Background: an optimization exercise with open tools, aiming at small area, a short achievable clock period and few clock cycles. Do not read the settings as production practice.
In this exercise RTL edits were held to simulation tests only and were not proved equivalent to the original.
Power is estimated from default activity; no workload was simulated.

[design.v]
`timescale 1ns / 1ps
module PC(
    input CLK,
    input Reset,
    input taken,
    input inc,
    input [11:2] target,
    output reg [11:2] IAddr
    );
    always@(posedge CLK)
    begin
        if(Reset==1'b0)
            IAddr<=10'd0;
        else if(taken)
            IAddr<=target;
        else if(inc)
            IAddr<=IAddr+10'd1;
    end
endmodule
`timescale 1ns / 1ps
module RegisterFile(
    input [4:0] ReadReg1,
    input [4:0] ReadReg2,
    input [4:0]WriteReg,
    input [31:0]WriteData,
    output reg [31:0]ReadData1,
    output reg [31:0] ReadData2,
    input WE,
    input CLK
    );
    reg[31:0] registers[1:31];
    integer i;
    always @(*) begin
        ReadData1 = 32'b0;
        ReadData2 = 32'b0;
        for (i = 1; i < 32; i = i + 1) begin
            ReadData1 = ReadData1 | ({32{ReadReg1 == i}} & registers[i]);
            ReadData2 = ReadData2 | ({32{ReadReg2 == i}} & registers[i]);
        end
    end
    always@(posedge CLK)
    begin
        if(WE==1 && WriteReg!=0)
            registers[WriteReg]<=WriteData;
    end
endmodule
`timescale 1ns / 1ps
module DataMemory(
    input [1:0] O,
    input [15:0] Row,
    input [31:0] DataIn,
    output [31:0] Dataout,
    input WE,
    input CLK
    );
    reg [7:0] bank0 [0:15];
    reg [7:0] bank1 [0:15];
    reg [7:0] bank2 [0:15];
    reg [7:0] bank3 [0:15];
    wire [15:0] row1 = {Row[14:0], Row[15]};
    wire [15:0] s0 = (O > 2'd0) ? row1 : Row;
    wire [15:0] s1 = (O > 2'd1) ? row1 : Row;
    wire [15:0] s2 = (O > 2'd2) ? row1 : Row;
    wire [15:0] s3 = Row;
    reg [7:0] q0, q1, q2, q3;
    integer i;
    always @(*) begin
        q0 = 8'b0; q1 = 8'b0; q2 = 8'b0; q3 = 8'b0;
        for (i = 0; i < 16; i = i + 1) begin
            q0 = q0 | ({8{s0[i]}} & bank0[i]);
            q1 = q1 | ({8{s1[i]}} & bank1[i]);
            q2 = q2 | ({8{s2[i]}} & bank2[i]);
            q3 = q3 | ({8{s3[i]}} & bank3[i]);
        end
    end
    reg [31:0] rd;
    always @(*) begin
        case (O)
            2'd0: rd = {q0, q1, q2, q3};
            2'd1: rd = {q1, q2, q3, q0};
            2'd2: rd = {q2, q3, q0, q1};
            default: rd = {q3, q0, q1, q2};
        endcase
    end
    assign Dataout = rd;
    reg [31:0] wd;  
    always @(*) begin
        case (O)
            2'd0: wd = DataIn;
            2'd1: wd = {DataIn[7:0], DataIn[31:8]};
            2'd2: wd = {DataIn[15:0], DataIn[31:16]};
            default: wd = {DataIn[23:0], DataIn[31:24]};
        endcase
    end
    always @(posedge CLK) begin
        for (i = 0; i < 16; i = i + 1) begin
            if (WE & s0[i]) bank0[i] <= wd[31:24];
            if (WE & s1[i]) bank1[i] <= wd[23:16];
            if (WE & s2[i]) bank2[i] <= wd[15:8];
            if (WE & s3[i]) bank3[i] <= wd[7:0];
        end
    end
endmodule
`timescale 1ns / 1ps
`timescale 1ns / 1ps
module ALU(
    input [31:0] A,
    input [31:0] B,
    input add, sub, and_,
    output [31:0] Result,
    output ne
    );
    wire [31:0] sum;
    PrefixAdd #(.W(32)) adder(.a(A), .b(sub ? ~B : B), .cin(sub), .s(sum));
    assign Result = add ? sum : (and_ ? (A & B) : (A | B));
    assign ne = |(A ^ B);
endmodule
module PrefixAdd #(parameter W = 32, parameter L = 5) (
    input [W-1:0] a,
    input [W-1:0] b,
    input cin,
    output [W-1:0] s
    );
    wire [W-1:0] p0 = a ^ b;
    wire [W-1:0] g0 = (a & b) | {{(W-1){1'b0}}, p0[0] & cin};
    wire [W-1:0] g [0:L];
    wire [W-1:0] p [0:L];
    assign g[0] = g0;
    assign p[0] = p0;
    genvar l, i;
    generate
        for (l = 0; l < L; l = l + 1) begin : lvl
            for (i = 0; i < W; i = i + 1) begin : bit_
                if ((i >> l) % 2 == 1) begin : comb
                    localparam integer J = ((i >> l) << l) - 1;
                    assign g[l+1][i] = g[l][i] | (p[l][i] & g[l][J]);
                    assign p[l+1][i] = p[l][i] & p[l][J];
                end else begin : pass
                    assign g[l+1][i] = g[l][i];
                    assign p[l+1][i] = p[l][i];
                end
            end
        end
    endgenerate
    wire [W-1:0] c = {g[L][W-2:0], cin};
    assign s = p0 ^ c;
endmodule
`timescale 1ns / 1ps
module ControlUnit(
    input [5:0] Ins,
    output add,       
    output sub,       
    output and_,      
    output imm,       
    output sw, lw, bne, halt,
    output RegWre,
    output RegDst,
    output UseRs,
    output UseRt
    );
    wire addu  = (Ins == 6'b000000);
    wire addiu = (Ins == 6'b000001);
    wire subu  = (Ins == 6'b000010);
    wire ori   = (Ins == 6'b010000);
    wire andr  = (Ins == 6'b010001);
    wire orr   = (Ins == 6'b010010);
    assign sw    = (Ins == 6'b100110);
    assign lw    = (Ins == 6'b100111);
    assign bne   = (Ins == 6'b110000);
    assign halt  = (Ins == 6'b111111);
    assign add   = addu | addiu | subu;
    assign sub   = subu;
    assign and_  = andr;
    assign imm   = addiu | ori;
    assign RegWre = addu | addiu | subu | ori | andr | orr | lw;
    assign RegDst = addu | subu | andr | orr;
    assign UseRs  = RegWre | sw | bne;
    assign UseRt  = addu | subu | andr | orr | sw | bne;
endmodule
`timescale 1ns / 1ps
module Two2One0(
    input RegDst,
    input [4:0] rd,
    input [4:0] rt,
    output [4:0] Output
    );
    assign Output = RegDst ? rd : rt;
endmodule
`timescale 1ns / 1ps
module Two2One2(
    input [11:2] PC,
    input [9:0] Imme,
    output [11:2] PC_new
    );
    PrefixAdd #(.W(10), .L(4)) add(.a(PC), .b(Imme), .cin(1'b0), .s(PC_new));
endmodule
`timescale 1ns / 1ps
module Two2One3(
    input [31:0] ALUResult,
    input [31:0] DataMemory,
    input DBDataSrc,
    output [31:0] DB
    );
    assign DB = DBDataSrc ? DataMemory : ALUResult;
endmodule
`timescale 1ns / 1ps
module SingleCycleCPU(
    input clk,
    input Reset,                  
    output [31:0] pc,
    input  [31:0] instr,
    output reg reg_we,
    output reg [4:0] reg_waddr,
    output reg [31:0] reg_wdata,
    output reg mem_we,
    output reg [5:0] mem_addr,
    output reg [31:0] mem_wdata,
    output reg halted
    );
    wire [11:2] pcr;
    assign pc = {20'b0, pcr, 2'b00};
    reg fstop;                     
    reg [31:0] x_a, x_b;           
    reg [9:0]  x_imm;              
    reg [4:0]  x_dst;
    reg        x_wr, x_add, x_sub, x_and, x_sw, x_lw, x_bne, x_halt;
    reg [31:0] m_res;
    reg [15:0] m_row;              
    reg [4:0]  m_dst;
    reg        m_wr, m_lw;
    wire [31:0] alu_res;
    wire        ne;
    ALU alu(.A(x_a), .B(x_b), .add(x_add), .sub(x_sub), .and_(x_and),
            .Result(alu_res), .ne(ne));
    wire [5:0] maddr = x_a[5:0] + x_imm[5:0];
    wire taken = x_bne & ne;
    wire [11:2] target;
    Two2One2 two2one2(.PC(pcr), .Imme(x_imm), .PC_new(target));
    wire [31:0] mdata;
    DataMemory data_memory(.O(mem_addr[1:0]), .Row(m_row), .DataIn(mem_wdata),
                           .Dataout(mdata), .WE(mem_we & Reset), .CLK(clk));
    wire [31:0] wdata;
    Two2One3 two2one3(.ALUResult(m_res), .DataMemory(mdata), .DBDataSrc(m_lw), .DB(wdata));
    wire [5:0] op = instr[31:26];
    wire [4:0] rs = instr[25:21];
    wire [4:0] rt = instr[20:16];
    wire [4:0] rd = instr[15:11];
    wire [15:0] imm = instr[15:0];
    wire c_add, c_sub, c_and, c_imm, c_sw, c_lw, c_bne, c_halt, c_wr, c_dst_rd, c_use_rs, c_use_rt;
    ControlUnit control_unit(
        .Ins(op), .add(c_add), .sub(c_sub), .and_(c_and), .imm(c_imm),
        .sw(c_sw), .lw(c_lw), .bne(c_bne), .halt(c_halt),
        .RegWre(c_wr), .RegDst(c_dst_rd), .UseRs(c_use_rs), .UseRt(c_use_rt)
    );
    wire [4:0] dst;
    Two2One0 two2one0(.RegDst(c_dst_rd), .rd(rd), .rt(rt), .Output(dst));
    wire [31:0] rf_rs, rf_rt;
    RegisterFile register_file(
        .ReadReg1(rs), .ReadReg2(rt), .WriteReg(m_dst), .WriteData(wdata),
        .ReadData1(rf_rs), .ReadData2(rf_rt), .WE(m_wr & Reset), .CLK(clk)
    );
    wire xs = x_wr & (x_dst == rs);
    wire xt = x_wr & (x_dst == rt);
    wire ms = m_wr & (m_dst == rs);
    wire mt = m_wr & (m_dst == rt);
    wire [31:0] rsv = xs ? alu_res : (ms ? wdata : rf_rs);
    wire [31:0] rtv = xt ? alu_res : (mt ? wdata : rf_rt);
    wire wait_ld = x_lw & ((xs & c_use_rs) | (xt & c_use_rt));
    wire go = ~taken & ~fstop & ~wait_ld;
    PC pc_reg(.CLK(clk), .Reset(Reset), .taken(taken), .inc(go & ~c_halt),
              .target(target), .IAddr(pcr));
    always @(posedge clk) begin
        if (Reset == 1'b0) begin
            fstop <= 1'b0;
            halted <= 1'b0;
            x_wr <= 1'b0; x_add <= 1'b0; x_sub <= 1'b0; x_and <= 1'b0;
            x_sw <= 1'b0; x_lw <= 1'b0; x_bne <= 1'b0; x_halt <= 1'b0;
        end else begin
            if (go & c_halt)
                fstop <= 1'b1;
            if (x_halt)
                halted <= 1'b1;
            x_wr  <= go & c_wr & (dst != 5'd0);
            x_add <= go & c_add;
            x_sub <= go & c_sub;
            x_and <= go & c_and;
            x_sw  <= go & c_sw;
            x_lw  <= go & c_lw;
            x_bne <= go & c_bne;
            x_halt <= go & c_halt;
        end
        x_a <= rsv;
        x_b <= c_imm ? {16'b0, imm} : rtv;
        x_imm <= imm[9:0];
        x_dst <= dst;
    end
    always @(posedge clk) begin
        if (Reset == 1'b0) begin
            m_wr <= 1'b0;
            m_lw <= 1'b0;
            mem_we <= 1'b0;
        end else begin
            m_wr <= x_wr;
            m_lw <= x_lw;
            mem_we <= x_sw;
        end
        m_dst <= x_dst;
        m_res <= alu_res;
        m_row <= 16'b1 << maddr[5:2];
        mem_addr <= maddr;
        mem_wdata <= x_b;
    end
    always @(posedge clk) begin
        if (Reset == 1'b0)
            reg_we <= 1'b0;
        else
            reg_we <= m_wr;
        reg_waddr <= m_dst;
        reg_wdata <= wdata;
    end
endmodule
[flow/run.sh]
#!/bin/bash
set -euo pipefail
cd "$(dirname "$0")/.."
bash standard.sh SETUP_SLACK_MARGIN=6.5 finish > make_finish.log 2>&1
[standard.sh]
#!/bin/bash
# synth_recipe.tcl (not shown) runs the flow's synth.tcl, then flattens the netlist and writes it again
# the make line also repeats each setting of config.mk as NAME=value (left out here)
make -C /OpenROAD-flow-scripts/flow DESIGN_CONFIG=/design/flow/config.mk WORK_HOME=/design/flow/orfs CLKGATE_MAP_FILE= SYNTH_SCRIPT=/design/flow/synth_recipe.tcl "${@:-finish}"
[config.mk]
export PLATFORM = sky130hd
export DESIGN_NAME = SingleCycleCPU
export DESIGN_NICKNAME = SingleCycleCPU
export VERILOG_FILES = /design/flow/design.v
export SDC_FILE = /design/flow/constraint.sdc
export NUM_CORES = 4
export LEC_CHECK = 0
export CAP_MARGIN = 20
export CORE_MARGIN = 2
export CORE_UTILIZATION = 50
export PLACE_DENSITY = 0.65
export SLEW_MARGIN = 20
[constraint.sdc]
create_clock -name core_clock -period 10.0 [get_ports {clk}]
set_input_delay 2.0000 -clock core_clock [delete_from_list [all_inputs] [get_ports {clk}]]
set_output_delay 2.0000 -clock core_clock [all_outputs]
set_load 0.01 [all_outputs]
==> results.toml <==
[run_status]
status = "complete, no violations"

[setup_path]
crit_path_max_fanout = 14
crit_top_cell = "buf_12"
crit_required_ns = 10.75
critical_path_class = "in -> reg"
path_buf_inv = 4
arrival_ns = 4.42
cp_slowest_cell = "nand4_1"
endpoint_kind = "flop"
critPathTopFamily = "simple AND/OR/NAND/NOR gates"
cp_cell_sequence = "buf_4 > buf_12 > nor2_1 > buf_6 > and2_4 > buf_12 > a22oi_2 > nand2_1 > nor4_2 > nand4_1 > o221a_2"
start_kind = "primary input"
slowest_delay_ns = 0.44

[logic_synthesis]
synth_area_per_cell_um2 = 13.4
synth_top_cell_by_area = "edfxtp_1"
async_flop_share = 0
synthDistinctLibCells = 94
netlist.area_leader.share = 0.602
synthCells = 5612
yosysWarnings = 10
synth_ff_type = "edfxtp_1"
ys_seq_area_frac = 0.664
netlist_top_cells_area = "edfxtp_1 60%, a22oi_1 10%, dfxtp_1 6.2%"
synth_edf_count = 1504
syn_area_um2 = 75000
synth-seq-cells = 1735

[power]
power_frac_seq = 0.420
powerDensity_nw_per_um2 = 220
p_int_mw = 14.1
sw_frac_of_total = 0.319
power.switching_mw = 6.60
ir_drop_v = 0.000170
comb_power_share = 0.241
clkPwrFrac = 0.339
p_leak_nw = 32.6

[sta]
slew_violations = 0
hold_slack_ns = 0.367
skew_ns = 0.0524
worst_slew_pin_slew_ns = 1.32
period_needed_ns = 3.67
rsz0062_at_grt = "yes"
hold_violations = 0
fmaxAchievable_mhz = 273
final-setup-viol-count = 0
worst_slack_ns = 6.33
max_slew_margin = 0.111
fin_crit_sh = 0.367
fin_tns_setup_ns = 0

[route]
dr.pass1.iters = 17
vias = 64397
viasPerCell = 7.75
wire_per_inst_um = 44.6
antenna_left = 0
drc_errors = 0
wirelength_mm = 370
drt_iter0_markers = 14797

[die]
core_um2 = 149000
die_w_um = 391
initial_core_util = 0.502
ioPinCount = 144
dieArea_um2 = 153000
die_y_um = 391
rows = 142

[clocking]
cts_max_path_buffers = 3
clkSinkCount = 1735
holdBufCountCts = 0
cts_tree = "done"
clkSlewWorstSetupHoldPaths_ns = 0.06
root_buffer = "clkbuf_16"
clkLatencyLatePin_ns = 0.89
htree_num_levels = 4
cts_buffers = 177

[finish]
syn_to_final_growth_pct = 25.4
drive_gt1_frac = 0.255
fillerInstances = 10928
fin_area_um2 = 94000
fin_cells = 8306
nets = 6267

[global_routing]
use_met2 = 0.664
grt_overflow = 0
grt_pass1_wl_mm = 486
use_met1 = 0.532
use_met3 = 0.227
grt_pass1_vias = 58988
grt_max_degree = 62
top_usage_layer = "met2"
grt_antenna_before_repair = 17
grtUsageTotal = 0.468

[worst_hold_path]
hold_path_class = "reg -> reg"

[placed_design]
place_congestion = 0.978
post-place-ws_ns = 3.74
placed_cells = 7570
io_buffers = 121
dp_hpwl_mm = 200
placed_area_um2 = 80000

[flow_run]
maxCapViolations = 0
area by class of cell:
type,count,area (um2),area share
antenna,16,40.0,0.000426
timing repair buffer,662,7860,0.0836
clock buffer,234,4870,0.0518
multi-input combinational,3405,26900,0.286
clock inverter,102,1280,0.0136
sequential,1735,50000,0.532
timing repair inverter,8,60.1,0.000639
inverter,128,503,0.00535
tap,2016,2520,0.0268
metal layers:
layer,wire [um],part of all wire
met2,149000,0.40
met4,41900,0.11
met3,64600,0.17
met1,113000,0.31
met5,910,0.0025
logic make-up (layout without fill, tap and decap cells):
logic type	Yosys count	after routing	share of synthesized area
AO/OA/AOI/OAI	1737	1745	0.171
flip-flops	1735	1735	0.664
AND/OR/NAND/NOR	1339	1351	0.0876
buffers and inverters	513	1134	0.0290
adder cells (fa/ha/maj)	116	116	0.0204
multiplexers	96	96	0.0190
XOR/XNOR	75	75	0.00876
other	1	38	0.0000500
synth_stat cells (all sizes together), types with 22 or more instances:
cell type and count:
edfxtp 1504, a22oi 1002, nand2 428, nor2 271, clkbuf 254, dfxtp 231, o21ai 194, buf 131
inv 128, nand3 119, ha 106, nor4 97, a21oi 82, nand4 80, a222oi 73, nor3 68
and3 67, a31oi 54, xor2 53, nor2b 44, a221oi 42, mux2 38, a22o 35, mux4 32
and2 30, a211oi 29, or2 27, mux2i 26, o21a 25, a221o 22, xnor2 22
path summary, 6_finish.rpt:
path / startpoint / endpoint / slack [ns] / depth (start not counted)
hold / removal: x_b[19] / mem_wdata[19] / 0.37 / 0
hold reg to reg: x_b[19] / mem_wdata[19] / 0.37 / 0
setup / recovery: instr[22] / x_a[7] / 6.33 / 11
setup reg to reg: mem_addr[1] / x_b[29] / 6.42 / 12
power by group through the flow:
stage                     Combinational, mW  Sequential, mW  Clock, mW
after floorplan                        1.91            8.75          0
after global placement                 3.48            8.88          0
after global routing                   5.01            8.70       7.28
after CTS                              4.45            8.69       6.99
final                                  4.99            8.70       7.03
after detailed placement               3.52            8.88          0
registers in the layout, indices dropped and copies added, names as in the netlist, 128 cells and up:
signal / flops
data_memory.bank0: 128
data_memory.bank1: 128
data_memory.bank3: 128
register_file.registers: 992
data_memory.bank2: 128
what timing repair did:
item | CTS | global route
gates resized for setup | 917 | 352
pin swaps | 134 | 109
endpoints found under the hold margin | 0 | 0
gates cloned | 41 | 11
endpoints found under the setup margin | 2619 | 1414
buffers inserted | 230 | 102
cells in the final DEF (no fill, tap or decap), drive strengths merged, types with 20 or more instances in the layout:
master and count:
or2 28, xor2 53, xnor2 22, clkdlybuf4s15 29, nor3b 21, nor4 97, and3 67, and2 38
a22o 35, o211ai 21, nand3 120, dfxtp 231, nand2 430, a221o 23, a21oi 82, ha 106
a21boi 20, edfxtp 1504, clkinvlp 24, dlygate4sd2 33, a211oi 29, a221oi 42, nor2 271, inv 132
nor3 68, a22oi 1002, mux4 32, a31oi 61, mux2i 26, o21ai 194, buf 550, bufinv 20
conb 22, nor2b 44, clkinv 62, a222oi 73, clkbuf 258, mux2 38, nand4 80, o21a 25
stage by stage:
stage | power (mW) | utilization
after floorplan | 10.7 | -
after global placement | 12.4 | 0.535
after detailed placement | 12.4 | 0.535
after CTS | 20.1 | 0.613
after global routing | 21.0 | 0.629
final | 20.7 | 0.629
Testbench counts, summed over its fixed seeds: cycles 211,539.

==> re-timing with driven ports <==
In the flow no input, the clock included, has a driving cell. The finished layout below was timed again as built, in two steps.
Step 1, drivers: a clkbuf_16 drives clk and a buf_2 each remaining input, both assumed.
Step 2 also shifts input and output timing later by t, the mid clock arrival at the registers, as if the neighbouring blocks saw the same clock.
a / b / c = ideal / step 1 / step 2; a / b = the first two.
t, ns: 0.945
slack for setup (ns): 6.331 / 6.332 / 5.387
worst data-port slew with drivers (ns): 0.14
After both steps setup and hold are still met in this run. For this run, drivers alone change the setup slack by +0.001 ns; drivers and shift together by -0.944 ns.
